From an optimization exercise on the open Yosys and OpenROAD flow, aimed at small area and a short achievable clock period; shortcuts taken in it are not production practice. At most, simulation tests tie the RTL to the original design; equivalence was not proved. Power figures rest on the tool's default switching activity, not on a simulated workload.

## the previous run
Design Compressor, start of the top module:
module Compressor(CLK_8,RESET,Pixel,OB,SCLK);
input wire RESET,CLK_8;
input wire [7:0] Pixel;
output wire OB,SCLK;
function [15:0] f_add(input [15:0] a, input [15:0] b, input ci);
    integer i;
    reg c;
    begin
        c = ci;
        for (i = 0; i < 16; i = i + 1) begin
            f_add[i] = a[i] ^ b[i] ^ c;
            c = (a[i] & b[i]) | (c & (a[i] ^ b[i]));
        end
    end
endfunction
function [15:0] f_inc(input [15:0] a, input ci);
    integer i;
    reg c;
    begin
        c = ci;
        for (i = 0; i < 16; i = i + 1) begin
            f_inc[i] = a[i] ^ c;
            c = a[i] & c;
        end
    end
endfunction
reg [2:0] ph;
reg e0, e7;
wire [2:0] ph_inc;
assign ph_inc = f_inc(ph, 1'b1);
always @(posedge CLK_8)
    if (RESET) begin ph <= 3'd0; e0 <= 1'b1; e7 <= 1'b0; end
    else begin ph <= ph_inc; e0 <= (ph == 3'd7); e7 <= (ph == 3'd6); end
reg [8:0] rsum, rdif;
reg [1:0] turn;
reg [3:0] Cnt;
wire clip_c = (rsum < 9'd75) | (rsum > 9'd435)
            | (~rdif[8] & (rdif[7:0] > 8'd180))
            | ( rdif[8] & (rdif[7:0] < 8'd76));
wire nf_c = (rsum == 9'd0);
wire fp_c = (rsum == 9'd75) & (rdif == 9'd75);
wire tp_c = (rsum == 9'd77) & (rdif == 9'd77);
wire c0 = (Cnt == 4'd0), c1 = (Cnt == 4'd1), c2 = (Cnt == 4'd2), c3 = (Cnt == 4'd3);
wire c6 = (Cnt == 4'd6), c7 = (Cnt == 4'd7), c8 = (Cnt == 4'd8), c9 = (Cnt == 4'd9);
wire vss_c = (~tp_c | c6) & (c0 | c3 | c6 | c7 | c8 | c9);
wire v1_c = c1 | c2 | c7 | c8;
wire v2_c = c7 | c8;
wire uv_c = ~clip_c & (turn != 2'b00);
wire f_clip = clip_c;
wire f_vc   = vss_c & ~clip_c;
wire f_nf   = nf_c;
wire f_x1   = uv_c;
wire f_d1   = uv_c & v1_c & ~fp_c;
wire f_x2   = uv_c & v1_c;
wire f_d2   = uv_c & v2_c & ~tp_c;
wire [7:0] rs_inc2;
wire [8:0] rs_inc, rd_inc;
wire [3:0] cnt_inc;
assign rs_inc = f_inc(rsum, 1'b1);
assign rs_inc2 = f_inc(rsum[8:1], 1'b1);      
assign rd_inc = f_inc(rdif, 1'b1);
assign cnt_inc = f_inc(Cnt, 1'b1);
reg rst_q;
always @(posedge CLK_8) rst_q <= RESET;
always @(posedge CLK_8)
    if (rst_q) begin
        if (RESET) begin
            rsum <= 9'd509; rdif <= 9'h1ff; turn <= 2'b10; Cnt <= 4'd0;
        end else begin
  ...
export LEC_CHECK = 0
export CAP_MARGIN = 20
export CORE_MARGIN = 2
export CORE_UTILIZATION = 60
export CTS_BUF_LIST = sky130_fd_sc_hd__clkbuf_16
export CTS_CLUSTER_DIAMETER = 100
export CTS_CLUSTER_SIZE = 30
export SLEW_MARGIN = 20
create_clock -name core_clock -period 16.0 [get_ports {CLK_8}]
standard.sh (not shown) runs the stock make flow with config.mk's settings and CLKGATE_MAP_FILE= SYNTH_SCRIPT=/design/flow/synth_recipe.tcl, a recipe that flattens the netlist after the stock synthesis.
==> flow/flow/run.sh <==
#!/bin/bash
export BUFFER_PORTS_ARGS="-buffer_cell sky130_fd_sc_hd__buf_2"
export SETUP_SLACK_MARGIN=11.9
bash standard.sh > standard.log 2>&1
The final layout from the previous run, which completed every stage, passed the timing, DRC and antenna checks at the end of the flow.
The following lists how the current run was set up differently from the previous run:
--- a/flow/design.v
+++ b/flow/design.v
@@ -151,44 +151,39 @@
 wire [7:0] l2b_s, l2b_c, l2s;
 assign l2b_s = ({cY2[6],cY2}) ^ ({P4[7],P4[7],P4[7:2]}) ^ ({cEp[7],cEp[7],cEp[7:2]});
 assign l2b_c = (({cY2[6],cY2}) & ({P4[7],P4[7],P4[7:2]})) | (({cEp[7],cEp[7],cEp[7:2]}) & (({cY2[6],cY2}) ^ ({P4[7],P4[7],P4[7:2]})));
 assign l2s = f_add(l2b_s, {l2b_c[6:0], l2lo == 3'd6}, l2lo >= 3'd2);
 reg  [7:0] P5;
 always @(posedge CLK_8) P5 <= l2s;
 always @(posedge CLK_8)
-    if (clr) begin
-        cX1 <= 0; cX2 <= 0; oX1 <= 0; oX2 <= 0; cDp <= 0; oDp <= 0;
-        cY1 <= 0; cY2 <= 0; oY1 <= 0; oY2 <= 0; cEp <= 0; oEp <= 0;
-    end else if (swap) begin
+    if (swap) begin
         cX1 <= oX1; cX2 <= oX2; cDp <= oDp;
         cY1 <= oY1; cY2 <= oY2; cEp <= oEp;
-        oX1 <= f_x1 ? P1  : cX1;
-        oX2 <= f_x1 ? cX1 : cX2;
-        oDp <= f_d1 ? P2 : cDp;
-        oY1 <= f_x2 ? P3  : cY1;
-        oY2 <= f_x2 ? cY1 : cY2;
-        oEp <= f_d2 ? P4 : cEp;
+        oX1 <= clr ? 6'd0 : f_x1 ? P1  : cX1;
+        oX2 <= clr ? 6'd0 : f_x1 ? cX1 : cX2;
+        oDp <= clr ? 7'd0 : f_d1 ? P2 : cDp;
+        oY1 <= clr ? 7'd0 : f_x2 ? P3  : cY1;
+        oY2 <= clr ? 7'd0 : f_x2 ? cY1 : cY2;
+        oEp <= clr ? 8'd0 : f_d2 ? P4 : cEp;
     end
 reg [7:0] pv0, pv1, pv2;
 wire [7:0] dpcm_in = (turn == 2'b00) ? {3'b000,P1y} : P5;
 wire [5:0] dflo;
 assign dflo = f_add({1'b0,dpcm_in[4:0]}, {1'b0,~pv0[4:0]}, 1'b1);
 reg  [5:0] P6a;                         
 always @(posedge CLK_8) P6a <= dflo;
 wire [3:0] dfhi;
 assign dfhi = f_add({dpcm_in[7],dpcm_in[7:5]}, ~{pv0[7],pv0[7:5]}, P6a[5]);
 wire [8:0] diff = {dfhi, P6a[4:0]};
 reg  [8:0] P6;
 always @(posedge CLK_8) P6 <= diff[8] ? {~diff[7:0],1'b1} : {diff[7:0],1'b0};
 always @(posedge CLK_8)
-    if (clr) begin
-        pv0 <= 8'd0; pv1 <= 8'd0; pv2 <= 8'd0;
-    end else if (e0) begin
+    if (e0) begin
         pv0 <= pv1; pv1 <= pv2;
-        pv2 <= f_vc ? dpcm_in : pv0;
+        pv2 <= clr ? 8'd0 : f_vc ? dpcm_in : pv0;
     end
 reg [11:0] ac0, ac1, ac2;
 reg [2:0]  NY, NU;
 wire [2:0] N_in = (turn == 2'b00) ? NY : NU;
 reg [3:0] leadA;
 always @(*)
     casez (ac0)
@@ -242,45 +237,44 @@
 reg  [15:0] P7cw;
 reg  [3:0]  P7lm1;
 always @(posedge CLK_8) begin
     P7cw  <= ~(e7 & f_vc) ? 16'b0 : esc ? {P6,7'b1111111} : cw2;
     P7lm1 <= esc ? 4'd15 : ({2'b00,Kb} + {1'b0,quo[2:0]});
 end
 wire [6:0] aclo;
-assign aclo = f_add({1'b0,ac0[5:0]}, {1'b0,P6[5:0]}, 1'b0);
+wire [8:0] P6v = f_vc ? P6 : 9'd0;
+assign aclo = f_add({1'b0,ac0[5:0]}, {1'b0,P6v[5:0]}, 1'b0);
 reg  [6:0] Alo;
 always @(posedge CLK_8) Alo <= aclo;
 wire [5:0] achi;
-assign achi = f_add(ac0[11:6], {3'b000,P6[8:6]}, Alo[6]);
+assign achi = f_add(ac0[11:6], {3'b000,P6v[8:6]}, Alo[6]);
 wire [11:0] acsum = {achi, Alo[5:0]};
 wire [2:0] ny_inc, nu_inc;
 assign ny_inc = f_inc(NY, 1'b1);
 assign nu_inc = f_inc(NU, 1'b1);
 wire n7 = (N_in == 3'b111);
 always @(posedge CLK_8)
     if (clr) begin
-        ac0 <= 0; ac1 <= 0; ac2 <= 0; NY <= 0; NU <= 0;
+        ac0 <= ac1; ac1 <= ac2; ac2 <= 12'd0; NY <= 3'd0; NU <= 3'd0;
     end else if (e0) begin
         ac0 <= ac1; ac1 <= ac2;
-        ac2 <= ~f_vc ? ac0 : n7 ? {1'b0,ac0[11:1]} : acsum;
+        ac2 <= (f_vc & n7) ? {1'b0,ac0[11:1]} : acsum;
         if (f_vc & (turn == 2'b00)) NY <= n7 ? 3'b011 : ny_inc;
         if (f_vc & (turn == 2'b10)) NU <= n7 ? 3'b011 : nu_inc;
     end
 reg [39:0] fifo;
 reg [5:0]  sreg;    
 reg        nz;      
 wire push = e0 & f_vc & ~rst_q;
 wire [39:0] shifted = {24'b0,P7cw} << sreg;
-wire [5:0] s_add, s_dec;
-assign s_add = f_add(sreg, {2'b00,P7lm1}, 1'b0);
-assign s_dec = f_add(sreg, 6'b111111, 1'b0);
+wire [5:0] s_add;
+assign s_add = f_add(sreg, push ? {2'b00,P7lm1} : {6{sreg != 6'd0}}, 1'b0);
 always @(posedge CLK_8) begin
     fifo <= {1'b0,fifo[39:1]} | shifted;
     if (RESET | rst_q) nz <= 1'b0;
     else               nz <= push | (sreg != 6'd0);
     if (rst_q)         sreg <= 6'd0;
-    else if (push)     sreg <= s_add;
-    else               sreg <= (sreg == 6'd0) ? 6'd0 : s_dec;
+    else               sreg <= s_add;
 end
 assign OB = fifo[0];
 assign SCLK = nz;
 endmodule
Results
What the previous run reported for total power of the final layout has to be multiplied by 0.838 to get the figure for the current run.
Diff the previous run and the current run: number of nets in the finished design lower in the current run
The current run completed end to end with timing, DRC and antenna clean.
Going from the previous run to the current run, the overall track demand over capacity in global routing was found to have gone down by 0.95 points.
Compared to the previous run, the router laid down less metal wire for the current run.
| setup slack | the current run vs the previous run | 0.021 ns lower |
The current run against the previous run: die area -about 2.3%, length of routed wiring on met1 -about 7%.
Only the layout flow was run in the previous run; the RTL was not checked for function there.

========
Compressor, a different RTL version from the one above (not shown whole).
Size in the first run: roughly 12 I/O pins, about 17000 um^2 of cells after synthesis.
Design Compressor, start of the top module:
module Compressor(CLK_8,RESET,Pixel,OB,SCLK);
input wire RESET,CLK_8;
input wire [7:0] Pixel;
output wire OB,SCLK;
function [15:0] f_add(input [15:0] a, input [15:0] b, input ci);
    integer i;
    reg c;
    begin
        c = ci;
        for (i = 0; i < 16; i = i + 1) begin
            f_add[i] = a[i] ^ b[i] ^ c;
            c = (a[i] & b[i]) | (c & (a[i] ^ b[i]));
        end
    end
endfunction
function [15:0] f_inc(input [15:0] a, input ci);
    integer i;
    reg c;
    begin
        c = ci;
        for (i = 0; i < 16; i = i + 1) begin
            f_inc[i] = a[i] ^ c;
            c = a[i] & c;
        end
    end
endfunction
reg [2:0] ph;
wire [2:0] ph_inc;
assign ph_inc = f_inc(ph, 1'b1);
always @(posedge CLK_8)
    if (RESET) ph <= 3'd0;
    else       ph <= ph_inc;
wire e0 = (ph == 3'd0);
wire e7 = (ph == 3'd7);
reg [8:0] rsum, rdif;
reg [1:0] turn;
reg [3:0] Cnt;
wire clip_c = (rsum < 9'd75) | (rsum > 9'd435)
            | (~rdif[8] & (rdif[7:0] > 8'd180))
  ...
export LEC_CHECK = 0
export CAP_MARGIN = 20
export CORE_MARGIN = 2
export CORE_UTILIZATION = 60
export CTS_BUF_LIST = sky130_fd_sc_hd__clkbuf_16
export CTS_CLUSTER_DIAMETER = 100
export CTS_CLUSTER_SIZE = 30
export SLEW_MARGIN = 20
create_clock -name core_clock -period 16.0 [get_ports {CLK_8}]
==> flow/flow/run.sh <==
#!/bin/bash
export BUFFER_PORTS_ARGS="-buffer_cell sky130_fd_sc_hd__buf_2"
export SETUP_SLACK_MARGIN=11.9
export CTS_ARGS="-sink_clustering_enable -repair_clock_nets -sink_clustering_size 30 -sink_clustering_max_diameter 100 -buf_list sky130_fd_sc_hd__clkbuf_16 -dont_use_dummy_load"
bash standard.sh > standard.log 2>&1
Rerun with:
--- a/flow/design.v
+++ b/flow/design.v
@@ -88,26 +88,25 @@
     if (e7 && turn == 2'b01) rR <= Pixel;
     if (e7 && turn == 2'b10) rG <= Pixel;
 end
 wire clr = e0 & f_nf;               
 wire [7:0] dx = (turn == 2'b00) ? rR : rG;
 wire [7:0] dy = (turn == 2'b00) ? rG : rB;
 wire [5:0] ddlo;
 assign ddlo = f_add({1'b0,dx[4:0]}, {1'b0,~dy[4:0]}, 1'b1);
 reg  [3:0] Dlo;                         
 always @(posedge CLK_8) Dlo <= {ddlo[5], ddlo[4:2]};
 wire [4:0] ddhi;
 assign ddhi = f_add({2'b00,dx[7:5]}, {2'b11,~dy[7:5]}, Dlo[3]);
-reg  [3:0] Dhi;                         
-always @(posedge CLK_8) Dhi <= ddhi[3:0];
+wire [3:0] Dhi = ddhi[3:0];             
 wire [6:0] Q = {Dhi, Dlo[2:0]};         
 wire [6:0] uvr;                         
 assign uvr = f_inc({Q[6],Q[6:1]}, Q[0]);
 wire [5:0] uvq = (uvr == 7'd32) ? 6'd31 : uvr[5:0];
 reg  [5:0] P1;                          
 always @(posedge CLK_8) if (e0) P1 <= uvq;
 wire [8:0] yt;
 assign yt = f_add({1'b0,rR}, {1'b0,rB}, 1'b0);
 reg  [8:0] Ya;
 always @(posedge CLK_8) Ya <= yt;
 wire [8:0] g8 = {f_inc({3'b000,rG[7:3]}, 1'b1), rG[2:0]};
 wire [9:0] yu;
@@ -219,30 +218,33 @@
 reg  [15:0] ones;
 always @(*)
     case (quo[2:0])
         3'd0: ones = 16'h0000;
         3'd1: ones = 16'h0001;
         3'd2: ones = 16'h0003;
         3'd3: ones = 16'h0007;
         3'd4: ones = 16'h000f;
         3'd5: ones = 16'h001f;
         default: ones = 16'h003f;
     endcase
 wire [15:0] cw2 = ({13'b0,rem} << (quo[2:0] + 3'd1)) | ones;
-reg  [15:0] P7cw;
+reg  [9:0]  P7cw2;
+reg         P7esc;
 reg  [3:0]  P7lm1;
 always @(posedge CLK_8) begin
-    P7cw  <= ~(e7 & f_vc) ? 16'b0 : esc ? {P6,7'b1111111} : cw2;
+    P7cw2 <= (e7 & f_vc & ~esc) ? cw2[9:0] : 10'b0;
+    P7esc <= e7 & f_vc & esc;
     P7lm1 <= esc ? 4'd15 : ({2'b00,Kb} + {1'b0,quo[2:0]});
 end
+wire [15:0] P7cw = P7esc ? {P6,7'b1111111} : {6'b0,P7cw2};
 wire [6:0] aclo;
 wire [8:0] P6v = f_vc ? P6 : 9'd0;
 assign aclo = f_add({1'b0,ac0[5:0]}, {1'b0,P6v[5:0]}, 1'b0);
 reg  [6:0] Alo;
 always @(posedge CLK_8) Alo <= aclo;
 wire [5:0] achi;
 assign achi = f_add(ac0[11:6], {3'b000,P6v[8:6]}, Alo[6]);
 wire [11:0] acsum = {achi, Alo[5:0]};
 wire [2:0] ny_inc, nu_inc;
 assign ny_inc = f_inc(NY, 1'b1);
 assign nu_inc = f_inc(NU, 1'b1);
 wire n7 = (N_in == 3'b111);
The changed run produced a clean layout.
Area after synthesis rises by 0.45%.
Flip-flop and latch count went down by 9.
Total power is higher by 3.5%.
First-iteration DRC count rose by about 18%.
Worst setup slack got worse by 0.046 ns.
Clock-buffer cell count does not change.
Cell area came out higher by about 0.45%.
Register-to-register slack is worse by 0.02 ns.
Die area rose by 0.44%.
Hold slack got worse by 0.0063 ns.
Final cell count grows by about 4%.
Non-clock buffer count climbs by 3.
Critical path depth is unchanged.
Wire length rose by about 10%.
No functional check of the RTL was part of the second run of this note.

[what the ideal ports hide]
Ports are ideal in the flow. The routed layouts listed here were re-timed in OpenROAD. Step 1 (the two cells are an assumption about what drives the block):
set clk [get_ports {CLK_8}]
set_driving_cell -lib_cell sky130_fd_sc_hd__clkbuf_16 $clk
set_driving_cell -lib_cell sky130_fd_sc_hd__buf_2 [delete_from_list [all_inputs] $clk]
Step 2 adds t to the input delays and takes it off the output delays; t is the mean of the earliest and latest rising clock arrival at the registers after step 1. Input paths then give back, and output paths get back, about the clock's delay inside the block. a / b / c = no drivers / after step 1 / after step 2; a / b = the first two.
run	t, ns	setup WS [ns]	worst setup path at the end
the previous run	0.562	11.834 / 11.783 / 11.904	register to register
the current run	0.571	11.813 / 11.761 / 11.823	input to register
the first run of note 2	0.544	11.857 / 11.808 / 11.700	input to register
the second run of note 2	0.542	11.811 / 11.759 / 11.698	input to register
After both steps every run listed still meets setup and hold. The setup slack of the first run of note 2, which loses most, moves by -0.049 ns with the drivers and by -0.157 ns with both steps.
